This is an optimization exercise on Yosys and OpenROAD, whose aim is small area and a short achievable clock period, not a production implementation.
At most, simulation tests tie the RTL to the original design; equivalence was not proved.
The RTL of run 2 was laid out without a check of its function.

<file path="flow/run.sh">
#!/bin/bash
# synth_recipe.tcl (not shown) runs the flow's synth.tcl, then flattens the netlist and writes it again
# the make line also repeats each setting of config.mk as NAME=value (left out here)
make -C /OpenROAD-flow-scripts/flow DESIGN_CONFIG=/design/flow/config.mk WORK_HOME=/design/flow/orfs CLKGATE_MAP_FILE= SYNTH_SCRIPT=/design/flow/synth_recipe.tcl finish
</file>
<file path="flow/config.mk">
export PLATFORM = sky130hd
export DESIGN_NAME = hsv2rgb_pipe
export DESIGN_NICKNAME = hsv2rgb_pipe
export VERILOG_FILES = /design/flow/design.v
export SDC_FILE = /design/flow/constraint.sdc
export NUM_CORES = 4
export LEC_CHECK = 0
export CAP_MARGIN = 20
export CORE_MARGIN = 2
export CORE_UTILIZATION = 40
export SLEW_MARGIN = 20
</file>
<file path="flow/constraint.sdc">
create_clock -name core_clock -period 15.0 [get_ports {clk}]
set_input_delay 3.0000 -clock core_clock [delete_from_list [all_inputs] [get_ports {clk}]]
set_output_delay 3.0000 -clock core_clock [all_outputs]
set_load 0.01 [all_outputs]
</file>
<file path="flow/design.v">
module hsv2rgb (
        input [7:0] h,
        input [7:0] s,
        input [7:0] v,
        output [7:0] r,
        output [7:0] g,
        output [7:0] b
    );
    wire [7:0] region = h / 43;
    wire [7:0] remainder = (h - (region *43)) * 6;
    wire [7:0] p = (v * (255 - s)) >> 8;
    wire [7:0] q = (v * (255 - ((s * remainder) >> 8))) >> 8;
    wire [7:0] t = (v * (255 - ((s * (255 - remainder)) >> 8))) >> 8;
    reg [23:0] out;
    assign {r,g,b} = out;
    always @* begin
        if (s == 0) begin
            out = {v,v,v};
        end
        else begin
            case (region)
                0: begin
                    out = {v,t,p};
                end
                1: begin
                    out = {q,v,p};
                end
                2: begin
                    out = {p,v,t};
                end
                3: begin
                    out = {p,q,v};
                end
                4: begin
                    out = {t,p,v};
                end
                default: begin
                    out = {v,p,q};
                end
            endcase
        end
    end
endmodule
module hsv2rgb_pipe (
        input clk,
        input rst_n,
        input in_valid,
        input [7:0] h,
        input [7:0] s,
        input [7:0] v,
        output reg out_valid,
        output reg [7:0] r,
        output reg [7:0] g,
        output reg [7:0] b
    );
    reg in_valid_q;
    reg [7:0] h_q, s_q, v_q;
    wire [7:0] r_c, g_c, b_c;
    hsv2rgb core (
        .h(h_q),
        .s(s_q),
        .v(v_q),
        .r(r_c),
        .g(g_c),
        .b(b_c)
    );
    always @(posedge clk or negedge rst_n) begin
        if (!rst_n) begin
            in_valid_q <= 1'b0;
            out_valid <= 1'b0;
        end else begin
            in_valid_q <= in_valid;
            out_valid <= in_valid_q;
        end
    end
    always @(posedge clk) begin
        h_q <= h;
        s_q <= s;
        v_q <= v;
        r <= r_c;
        g <= g_c;
        b <= b_c;
    end
endmodule
</file>
==> metrics.md, run 1 <==
| Metric | Value |
|---|---|
| I/O pin total | 52 |
| DR vias/cell | 5.14 |
| Syn nets | slightly below 2,000 |
| Achievable frequency | about 70 MHz |
| Post-route minimum period | between 10,000 and 15,000 ps |
| M1 WL | approximately 16 mm |
| Nets@finish | slightly below 2,000 |
| TritonCTS clock tree | yes |
| Final Cell Area | roughly 15,000 µm² |
| GR Overflow Total | 0 |
| Top Metal Used | met4 |
| Core region area | between 30,000 and 40,000 µm² |
| Met2 wire len | between 15 and 20 mm |
| Slowest cell on crit path | fa_1 |
| Worst setup path class | reg2reg |
| Max stage delay on crit path | 560 ps |
| Clock transition at path regs | around 90 ps |
| Worst R2R Setup Slack | roughly 740 ps |
| Period utilization | between 90% and 100% |
| Initial antenna violation count | 0 |
| Synthesized area per cell | between 8 and 9 µm² |
| End of the critical path | r[7] |
| Number of port buffers | approximately 50 |
| First-pass GRT wire length | 56.6 mm |
| Largest net degree at the start of global routing | 33 |
| Tightest Hold Check Type | reg2reg |
| Largest family of logic cells by synthesized area | adder cells |
| Count of final max-slew check failures | 0 |
| Clock root cell | clkbuf_16 |
| Synth Instances | 1,532 |
| R2r worst-path depth | 57 |
| Met3 WL post-DR | about 1.5 mm |
| Die H | ~190 µm |
| Compound-Gate Fraction of Synth Area | a little over a tenth |
| Clk latency of the worst-skew pair | 330 ps |
| Die Width | roughly 190 µm |
| Sum of negative setup slack | 0 ps |
| DR iter-0 viols | around 440 |
| Xor and xnor area share after synthesis | 4.62% |
| WL/cell | roughly 17 µm |
| Vias | approximately 10,000 |
| Area after DPL | ~14,000 µm² |
| Yosys warnings | 2 |
| Layout area overhead | 10.3% |
| CP Launch Point | h_q[3] |
| Mux cell area share after synthesis | 0.381% |
| Final hold vios | 0 |
| Antenna Nets Post-Route | 0 |
| GRT Total Usage | 21.0% |
| Seq cells post-synth | 50 |
| Synth cell types | a little over 70 |
| N_diodes | 0 |
| Rel. slew slack | ~29% |
| GP Congestion | between 0.9 and 1 |
| Max-cap violations | 0 |
| Drc violations | 0 |
| Critical path data arrival time | 14,490 ps |
| Top FF cell, synth | dfxtp_1 |
| Clk sinks | 50 |
| CP Max Fanout | 16 |
| Data required time at the worst endpoint | 15,230 ps |
| Endpoints failing setup | 0 |
| Area of the die | about 34,000 µm² |
| CTS buffer count | 5 |
| Sequential area share after synthesis | a little under 8% |
| Reg2reg end | r[7] |
| Post-synth EDFFs | 0 |
| Post-Route WL | approximately 34 mm |
| CP endpoint kind | flip-flop |
| Worst Tran Pin Value | 1070 ps |
| Outcome | timing/DRC/antenna clean |
| FP Rows | between 60 and 70 |
| Vias in the first global route | between 10,000 and 15,000 |
| Simple-Gate Fraction of Synth Area | between 20% and 30% |
| Drt first pass iters | 5 |
| Detailed Place HPWL | between 20 and 30 mm |
| Layout cell share with drive strength beyond 1 | under 10% |
| Final Skew | 17.2 ps |
| Clk buf depth | 2 |
| Adder-cell area share of the yosys netlist | around 47% |
| Util after Layout | about 45% |
| Initial Util | about two fifths |
| Mapped Area | approximately 13,000 µm² |
| Asr flop ratio synth | 4.00% |
| H-tree depth | 2 |
| Hold bufs inserted after CTS | 0 |
| Reg-to-reg startpoint | h_q[3] |
| Crit path launch type | flip-flop |
## routing by layer
| metal | vias to the layer above | global-route usage [%] |
|---|---|---|
| li1 | 4883 | - |
| met5 | - | 0 |
| met2 | 241 | 34.9 |
| met1 | 5145 | 28.4 |
| met3 | 42 | 2.95 |
| met4 | 0 | 5.90 |
## worst min path at each step
stage,slack [ps],endpoint,cells after the start,startpoint
floorplan,330,out_valid,0,in_valid_q
global placement,340,out_valid,0,in_valid_q
detailed placement,350,out_valid,0,in_valid_q
CTS,370,out_valid,0,in_valid_q
global route,380,out_valid,0,in_valid_q
finish,360,out_valid,0,in_valid_q
## what timing repair did
item                       in CTS  in global routing
resized for setup               0                 33
hold endpoints to repair        0                  0
setup buffers                   0                  4
setup endpoints to repair       0                 24
## kinds of logic (layout without fill, tap and decap cells)
family                     Yosys count  in the layout
and+or+nand+nor                    499            499
adders and majority gates          376            376
buffers and inverters              343            375
AOI/OAI and AO/OA                  192            192
xor gates and xnor gates            67             67
DFF                                 50             50
muxes                                5              5
## metrics by stage
step | instances | setup slack [ps] | hold slack [ps]
2_1_floorplan | 1532 | 1520 | 331
3_3_place_gp | 1994 | 492 | 336
3_5_place_dp | 1994 | 233 | 346
4_1_cts | 2002 | 144 | 365
5_1_grt | 2006 | -20.0 | 378
6_report | 2006 | 739 | 364
## worst max-delay path, delay by kind of cell (launching register included)
| family | cells | cell delay (ps) |
|---|---|---|
| XOR/XNOR | 4 | 610 |
| flip-flops | 1 | 420 |
| AO/OA/AOI/OAI | 18 | 3620 |
| adder cells (fa/ha/maj) | 16 | 6750 |
| buffers and inverters | 10 | 770 |
| AND/OR/NAND/NOR | 8 | 1740 |
| multiplexers | 1 | 240 |
## registers in the layout, indices dropped and copies added, names as in the netlist
name and count:
b 8, g 8, h_q 8, in_valid_q 1, out_valid 1, r 8, s_q 8, v_q 8
## cells in the mapped netlist (4+ instances only)
| master | number | area, µm² |
|---|---|---|
| inv_1 | 287 | 1080 |
| fa_1 | 195 | 3900 |
| ha_1 | 181 | 2260 |
| nand2_1 | 141 | 529 |
| nor2b_1 | 112 | 701 |
| and2_1 | 73 | 457 |
| nand2b_1 | 62 | 388 |
| a21oi_1 | 50 | 250 |
| clkbuf_1 | 50 | 188 |
| dfxtp_1 | 48 | 961 |
| nor2_1 | 48 | 180 |
| xnor2_1 | 46 | 403 |
| o21ai_0 | 37 | 185 |
| xor2_1 | 19 | 166 |
| a21o_1 | 15 | 113 |
| a221oi_1 | 14 | 123 |
| nor3_1 | 14 | 70.1 |
| nand3_1 | 10 | 50.1 |
| a31oi_1 | 9 | 56.3 |
| or2_2 | 9 | 56.3 |
| a221o_1 | 7 | 70.1 |
| and3_1 | 6 | 37.5 |
| nor4_1 | 6 | 37.5 |
| mux2i_1 | 5 | 50.1 |
| a211oi_1 | 4 | 30.0 |
| a22o_1 | 4 | 35.0 |
| nand4_1 | 4 | 25.0 |
| o211ai_1 | 4 | 30.0 |
| o21bai_1 | 4 | 30.0 |
| o22ai_1 | 4 | 25.0 |
| or3_1 | 4 | 25.0 |
## layout by cell type (no fill, tap or decap), drive strengths merged, types with 7 or more instances in the layout
master	count
nand3	10
a221o	7
ha	181
nor2b	112
o21ai	40
fa	195
clkdlybuf4s50	51
and2	74
a21oi	50
xnor2	46
inv	289
nand2b	62
dfxtp	48
a211oi	8
a221oi	15
xor2	20
a31oi	9
nand2	141
nor3	14
nor2	48
buf	29
or2	9
a21o	15
## area by class of cell
cell class,count,area [µm²]
Inverter,287,1080
Clock buffer,6,129
Timing Repair Buffer,80,728
Tap cell,442,553
Fill cell,3214,17900
Multi-Input combinational cell,1139,11000
Sequential cell,50,1020
Clock inverter,2,17.5
==> run 2: changes to the inputs <==
==> flow/design.v (replaced) <==
module hsv2rgb_hue (
        input [7:0] h,
        output [2:0] region,
        output [7:0] x
    );
    wire [7:0] rg = h / 43;
    wire [7:0] rem = (h - rg * 43) * 6;
    assign region = rg[2:0];
    assign x = rg[0] ? rem : ~rem;
endmodule
module hsv2rgb_scale (
        input [7:0] a,
        input [7:0] b,
        output [7:0] y
    );
    wire [7:0] nb = ~b;
    wire [15:0] prod = a * nb;
    assign y = prod[15:8];
endmodule
module hsv2rgb_pipe (
        input clk,
        input rst_n,
        input in_valid,
        input [7:0] h,
        input [7:0] s,
        input [7:0] v,
        output reg out_valid,
        output reg [7:0] r,
        output reg [7:0] g,
        output reg [7:0] b
    );
    reg v0, v1;
    reg [7:0] h0, s0, v0d;
    wire [2:0] region;
    wire [7:0] x;
    hsv2rgb_hue hue (.h(h0), .region(region), .x(x));
    wire [15:0] sx = s0 * x;
    wire [7:0] p_c;
    hsv2rgb_scale sp (.a(v0d), .b(s0), .y(p_c));
    reg [7:0] u1, p1, v1d;
    reg [2:0] rg1;
    reg sz1;
    wire [7:0] w_c;
    hsv2rgb_scale sw (.a(v1d), .b(u1), .y(w_c));
    reg [23:0] o;
    always @* begin
        if (sz1) o = {v1d, v1d, v1d};
        else case (rg1)
            3'd0: o = {v1d, w_c, p1};
            3'd1: o = {w_c, v1d, p1};
            3'd2: o = {p1, v1d, w_c};
            3'd3: o = {p1, w_c, v1d};
            3'd4: o = {w_c, p1, v1d};
            default: o = {v1d, p1, w_c};
        endcase
    end
    always @(posedge clk or negedge rst_n) begin
        if (!rst_n) begin
            v0 <= 1'b0;
            v1 <= 1'b0;
            out_valid <= 1'b0;
        end else begin
            v0 <= in_valid;
            v1 <= v0;
            out_valid <= v1;
        end
    end
    always @(posedge clk) begin
        h0 <= h;
        s0 <= s;
        v0d <= v;
        u1 <= sx[15:8];
        p1 <= p_c;
        v1d <= v0d;
        rg1 <= region;
        sz1 <= (s0 == 8'd0);
        {r, g, b} <= o;
    end
endmodule
==> run 2 against run 1 <==
  * Still clean
  * Final cell count decreased by 34%
  * Clock skew decreased by 7.4 ps
  * Global-route usage fell by 3.4 points
  * Synthesized area shrank 31%
  * Register-to-register slack improved by 3800 ps
  * First-iteration DRC count fell by 28%
  * Cell area shrank 30%
==> metrics.md, run 2 <==
| Metric | Value |
|---|---|
| Detailed Place HPWL | about 16 mm |
| Clock root cell | clkbuf_16 |
| Slowest cell on crit path | dfxtp_1 |
| Final Skew | between 9 and 10 ps |
| Number of port buffers | between 50 and 60 |
| Util after Layout | 45.1% |
| Setup slack after layout | ~4600 ps |
| Area of the multi-input gates | 6730 µm² |
| Clk latency of the worst-skew pair | between 300 and 400 ps |
| CP endpoint kind | flip-flop |
| Layout area overhead | 11.4% |
| Synth area leaders | fa_1 (24%), dfxtp_1 (17%), ha_1 (17%), inv_1 (7.1%), nor2b_1 (4.9%) |
| Post-route minimum period | 10,430 ps |
| Syn nets | ~1,300 |
| Tightest Hold Check Type | reg2reg |
| Final hold vios | 0 |
| Vias | roughly 6,700 |
| Sequential area share after synthesis | between 15 and 20% |
| Hold bufs inserted after CTS | 0 |
| Core region area | about 23,000 µm² |
| Setup Fix Bufs, Post-CTS | 0 |
| N_diodes | 0 |
| I/O pin total | 52 |
| FP Rows | between 50 and 60 |
| Clk buf depth | 2 |
| Synth area leader | fa_1 |
| CP bufs+invs | 6 |
| Post-synth EDFFs | 0 |
| GP Congestion | roughly 0.84 |
| Drc violations | 0 |
| Initial Util | 40.5% |
| Antenna Nets Post-Route | 0 |
| Period utilization | 69.5% |
| Count of final max-slew check failures | 0 |
| Area of the die | between 20,000 and 25,000 µm² |
| Clock transition at path regs | around 70 ps |
| WL/cell | ~15 µm |
| Worst setup path class | reg2reg |
| Top-count cell post-synth | inv_1 |
| Top delay family on crit path | adder cells |
| Synth top area share | a little under a quarter |
| Nets@finish | between 1,000 and 1,500 |
| Layout cell share with drive strength beyond 1 | 2.90% |
| Die H | roughly 150 µm |
| Asr flop ratio synth | roughly 3.8% |
| Die Width | 155 µm |
| Synthesized area per cell | roughly 9.1 µm² |
| RSZ-0062 raised after global routing | no |
| Drt first pass iters | 5 |
| Cts repair resizes | 0 |
| Sum of negative setup slack | 0 ps |
| Worst Tran Pin Value | 947 ps |
| Place WS | 4560 ps |
| Outcome | timing/DRC/antenna clean |
| Vias in the first global route | between 6,000 and 7,000 |
| DR iter-0 viols | 319 |
| Rel. slew slack | a little over a third |
| Max stage delay on crit path | 580 ps |
| Synth Instances | 998 |
| FF/Latch Area | 1600 µm² |
| Post-Route WL | roughly 20 mm |
| GRT Total Usage | between 15 and 20% |
| Seq cells post-synth | 79 |
| First-pass GRT wire length | approximately 34 mm |
| GR Overflow Total | 0 |
| DR vias/cell | ~5.1 |
| Achievable frequency | between 90 and 100 MHz |
| Clk sinks | 79 |
| Initial antenna violation count | 0 |
| Crit path launch type | flip-flop |
| H-tree depth | 3 |
| Endpoints failing setup | 0 |
| Yosys warnings | 1 |
| CP Max Fanout | 14 |
| CTS buffer count | 9 |
| Mapped Area | ~9000 µm² |
| Commonest non-fill, non-tap cell in the layout | inv_1 |
| Synth cell types | 66 |
| Largest net degree at the start of global routing | 24 |
| Data required time at the worst endpoint | between 15,000 and 20,000 ps |
| Top FF cell, synth | dfxtp_1 |
| CP dominant cell by count | ha_1 |
| Fill cells | around 2,200 |
| Commonest cells in the netlist | inv_1 (173), ha_1 (121), fa_1 (108) |
| Critical path data arrival time | ~11,000 ps |
| Commonest non-fill, non-tap cells in the layout | inv_1 (173), ha_1 (121), fa_1 (108) |
| TritonCTS clock tree | yes |
| Max-cap violations | 0 |
==> run 2: changes by cell type in the layout (fill, tap and decap cells not counted), moves of 28 or more <==
cell / change
buf_4: -28
and2_1: -42
inv_1: -113
fa_1: -87
ha_1: -60
nand2_1: -79
dfxtp_1: +31
nor2b_1: -41
==> run 2: worst paths after layout <==
| check | from | endpoint | slack (ps) | cells past startpoint |
|---|---|---|---|---|
| max in group asynchronous | rst_n | v1 | 12010 | 1 |
| hold reg to reg | v1 | out_valid | 350 | 0 |
| hold / removal | v1 | out_valid | 350 | 0 |
| setup reg to reg | h0[7] | u1[6] | 4570 | 42 |
| setup / recovery | h0[7] | u1[6] | 4570 | 42 |
| min in group asynchronous | rst_n | out_valid | 2840 | 1 |
==> run 2: cell type report <==
type,count,share of cell area [%]
Clock buffer,10,2.36
Clock inverter,6,0.518
Sequential cell,79,15.7
Timing Repair Buffer,52,5.11
Tap cell,285,3.51
Multi-Input combinational cell,715,66.4
Inverter,173,6.40
==> run 2: routing by layer <==
layer	GRT usage, %	up-vias	wire length [µm]
met1	23.8	3275	9250
li1	-	3279	-
met3	3.37	19	999
met5	0	-	0
met4	4.37	0	277
met2	29.0	170	9450
==> run 2: cell families (layout without fill, tap and decap cells) <==
logic type | after synthesis | in the layout | share of synthesized area (%)
compound gates | 149 | 149 | 11.9
xor+xnor | 43 | 43 | 4.13
fa+ha+maj | 229 | 229 | 40.4
buf+inv | 204 | 241 | 8.56
flops | 79 | 79 | 17.5
mux | 1 | 1 | 0.110
simple gates | 293 | 293 | 17.4
==> run 2: worst register-to-register path: cells and delay by family, from the launching register on <==
kind	cells	cell delay (ps)
adder cells (fa/ha/maj)	12	4560
AO/OA/AOI/OAI	10	1880
XOR/XNOR	5	1080
buffers and inverters	6	460
AND/OR/NAND/NOR	9	1760
flip-flops	1	580
==> run 2: per-stage QoR <==
stage | instance area [µm²] | cells | hold slack (ps)
finish | 10100 | 1320 | 350
global route | 10100 | 1320 | 368
CTS | 10100 | 1320 | 355
detailed placement | 9850 | 1304 | 340
global placement | 9850 | 1304 | 336
floorplan | 9110 | 998 | 331

re-timing with driven ports:
How much do the figures lean on ideal ports? The routed layouts below were timed once more, with nothing changed but the port constraints. Step 1 (the two cells are an assumption about what drives the block):
set clk [get_ports {clk}]
set_driving_cell -lib_cell sky130_fd_sc_hd__clkbuf_16 $clk
set_driving_cell -lib_cell sky130_fd_sc_hd__buf_2 [delete_from_list [all_inputs] $clk]
Step 2 moves the port delays by t, midway between the first and last clock arrival at a register: inputs arrive t later, outputs are due t later. That takes back most of the time a late clock gives input paths. Three values: ideal, step 1, step 2; two values: the first two.
| run | t (ns) | setup WS [ns] | clock arrival spread, ns |
|---|---|---|---|
| run 1 | 0.369 | 0.739 / 0.739 / 0.739 | 0.018 / 0.018 |
| run 2 | 0.386 | 4.568 / 4.568 / 4.568 | 0.012 / 0.011 |
After both steps setup and hold are still met in every run listed.
